From an optimization exercise on the open Yosys and OpenROAD flow, aimed at small area; shortcuts taken in it are not production practice. Where RTL was checked, it was by simulation tests only, not by an equivalence proof against the original. Power is estimated from default activity; no workload was simulated.

maple:
==> module top_module, before the edit <==
module top_module(
    input wire ck_rst
    , input wire CLK100MHZ
	, output reg out_sig
    );
	wire rst = ~ck_rst;
	genvar i;
	reg [6:0] pt;
	wire [6:0] s = pt ^ 7'b1010101;
	wire ev = (s[5:0] == 6'b110010);    
	wire fb = s[6] ^ s[0] ^ ev;
	always @(posedge CLK100MHZ) begin
		if (rst)
			pt <= 7'b1001010 ^ 7'b1010101;
		else
			pt <= {s[5:0], fb} ^ 7'b1010101;
	end
	reg [6:0] fcnt;
	wire [7:0] fc;
	wire [6:0] fs;
	assign fc[0] = ev;
	generate for (i = 0; i < 7; i = i + 1) begin : g_f
		assign fs[i] = fcnt[i] ^ fc[i];
		assign fc[i+1] = fcnt[i] & fc[i];
	end endgenerate
	wire fwrap = fc[7];
	reg [9:0] x;
	wire sat = &x;
	wire [10:0] xc;
	wire [9:0] xs;
	assign xc[0] = fwrap & ~sat;
	generate for (i = 0; i < 10; i = i + 1) begin : g_x
		assign xs[i] = x[i] ^ xc[i];
		assign xc[i+1] = x[i] & xc[i];
	end endgenerate
	reg [9:0] acc;
	wire [10:0] ac;
	wire [9:0] as;
	wire [9:0] g = x & {10{ev}};
	assign ac[0] = out_sig & ev;
	generate for (i = 0; i < 10; i = i + 1) begin : g_a
		assign as[i] = acc[i] ^ g[i] ^ ac[i];
		assign ac[i+1] = (acc[i] & g[i]) | (acc[i] & ac[i]) | (g[i] & ac[i]);
	end endgenerate
	always @(posedge CLK100MHZ) begin
		fcnt <= (fs & ~{7{rst}}) | ({7{rst | fwrap}} & 7'd34);
		x <= xs & ~{10{rst}};
		acc <= (as & ~{10{rst}}) | {rst, 9'd0};
		out_sig <= ~rst & (ev ? ac[10] : out_sig);
	end
endmodule
==> flow/config.mk <==
export PLATFORM = sky130hd
export DESIGN_NAME = top_module
export DESIGN_NICKNAME = top_module
export VERILOG_FILES = /design/flow/design.v
export SDC_FILE = /design/flow/constraint.sdc
export NUM_CORES = 4
export LEC_CHECK = 0
export CAP_MARGIN = 20
export CORE_MARGIN = 2
export CORE_UTILIZATION = 40
export SLEW_MARGIN = 20
==> flow/constraint.sdc <==
create_clock -name core_clock -period 10.0 [get_ports {CLK100MHZ}]
set_input_delay 2.0000 -clock core_clock [delete_from_list [all_inputs] [get_ports {CLK100MHZ}]]
set_output_delay 2.0000 -clock core_clock [all_outputs]
set_load 0.01 [all_outputs]
run.sh (not shown) runs the stock make flow with config.mk's settings and CLKGATE_MAP_FILE= SYNTH_SCRIPT=/design/flow/synth_recipe.tcl, a recipe that flattens the netlist after the stock synthesis.
Input-level comparison between cedar and maple:
==> flow/design.v <==
`timescale 1ns / 1ps
module top_module(
    input wire ck_rst
    , input wire CLK100MHZ
	, output reg out_sig
    );
	reg [6:0] pos;    
	reg [6:0] fcnt;   
	reg [9:0] x;      
	reg [9:0] acc;    
	wire rst = ~ck_rst;
	wire [7:0] pc;
	wire [6:0] ps;
	assign pc[0] = 1'b1;
	genvar i;
	generate for (i = 0; i < 7; i = i + 1) begin : g_pos
		assign ps[i] = pos[i] ^ pc[i];
		assign pc[i+1] = pos[i] & pc[i];
	end endgenerate
	wire ev = pc[7];
	wire [7:0] fc;
	wire [6:0] fs;
	assign fc[0] = ev;
	generate for (i = 0; i < 7; i = i + 1) begin : g_f
		assign fs[i] = fcnt[i] ^ fc[i];
		assign fc[i+1] = fcnt[i] & fc[i];
	end endgenerate
	wire fwrap = fc[7];
	wire sat = &x;
	wire [10:0] xc;
	wire [9:0] xs;
	assign xc[0] = fwrap & ~sat;
	generate for (i = 0; i < 10; i = i + 1) begin : g_x
		assign xs[i] = x[i] ^ xc[i];
		assign xc[i+1] = x[i] & xc[i];
	end endgenerate
	wire [10:0] ac;
	wire [9:0] as;
	wire [9:0] g = x & {10{ev}};
	assign ac[0] = out_sig & ev;
	generate for (i = 0; i < 10; i = i + 1) begin : g_a
		assign as[i] = acc[i] ^ g[i] ^ ac[i];
		assign ac[i+1] = (acc[i] & g[i]) | (acc[i] & ac[i]) | (g[i] & ac[i]);
	end endgenerate
	always @(posedge CLK100MHZ) begin
		pos <= (ps & ~{7{rst}}) | ({7{rst | ev}} & 7'd24) | {6'd0, rst};
		fcnt <= (fs & ~{7{rst}}) | ({7{rst | fwrap}} & 7'd34);
		x <= xs & ~{10{rst}};
		acc <= (as & ~{10{rst}}) | {rst, 9'd0};
		out_sig <= ~rst & (ev ? ac[10] : out_sig);
	end
endmodule
## What came out
The higher mean cell area of the mapped netlist came out of cedar.
Diff maple -> cedar | final non-filler cell area | up by a few percent
Synthesized area down about 0.5% in cedar wrt maple
maple reports its main power-consuming group as registers while cedar reports the clock network.
Min clock skew across maple and cedar: maple
Comparing maple and cedar, the lower length of routed met2 wiring was measured on cedar.
Logic depth of the worst path, buffers included: cedar vs maple up 4
Clock power share in cedar vs maple: up 12 points
Total number of multi-input combinational cells ended up about 3.4% lower on cedar than on maple.
The RTL of maple was laid out without a check of its function.

-- afterwards: timing with drivers on the ports --
In the flow no input, the clock included, has a driving cell. The finished layouts below were timed again as built, in two steps.
Step 1 sets driving cells, clkbuf_16 on the clock port and buf_2 on the other inputs (assumed; they add their load-dependent delay and slew).
Step 2 moves the port delays by t, midway between the first and last clock arrival at a register: inputs arrive t later, outputs are due t later. That takes back most of the time a late clock gives input paths.
Slacks: ideal ports / drivers / drivers and shift; pairs: ideal ports / drivers.
run	t (ns)	slack for setup (ns)	worst setup path at the end	pins driven straight from the clock port
maple	0.305	4.256 / 4.256 / 4.256	register to register	1
cedar	0.309	3.667 / 3.667 / 3.667	register to register	1
After both steps setup and hold are still met in every run listed.
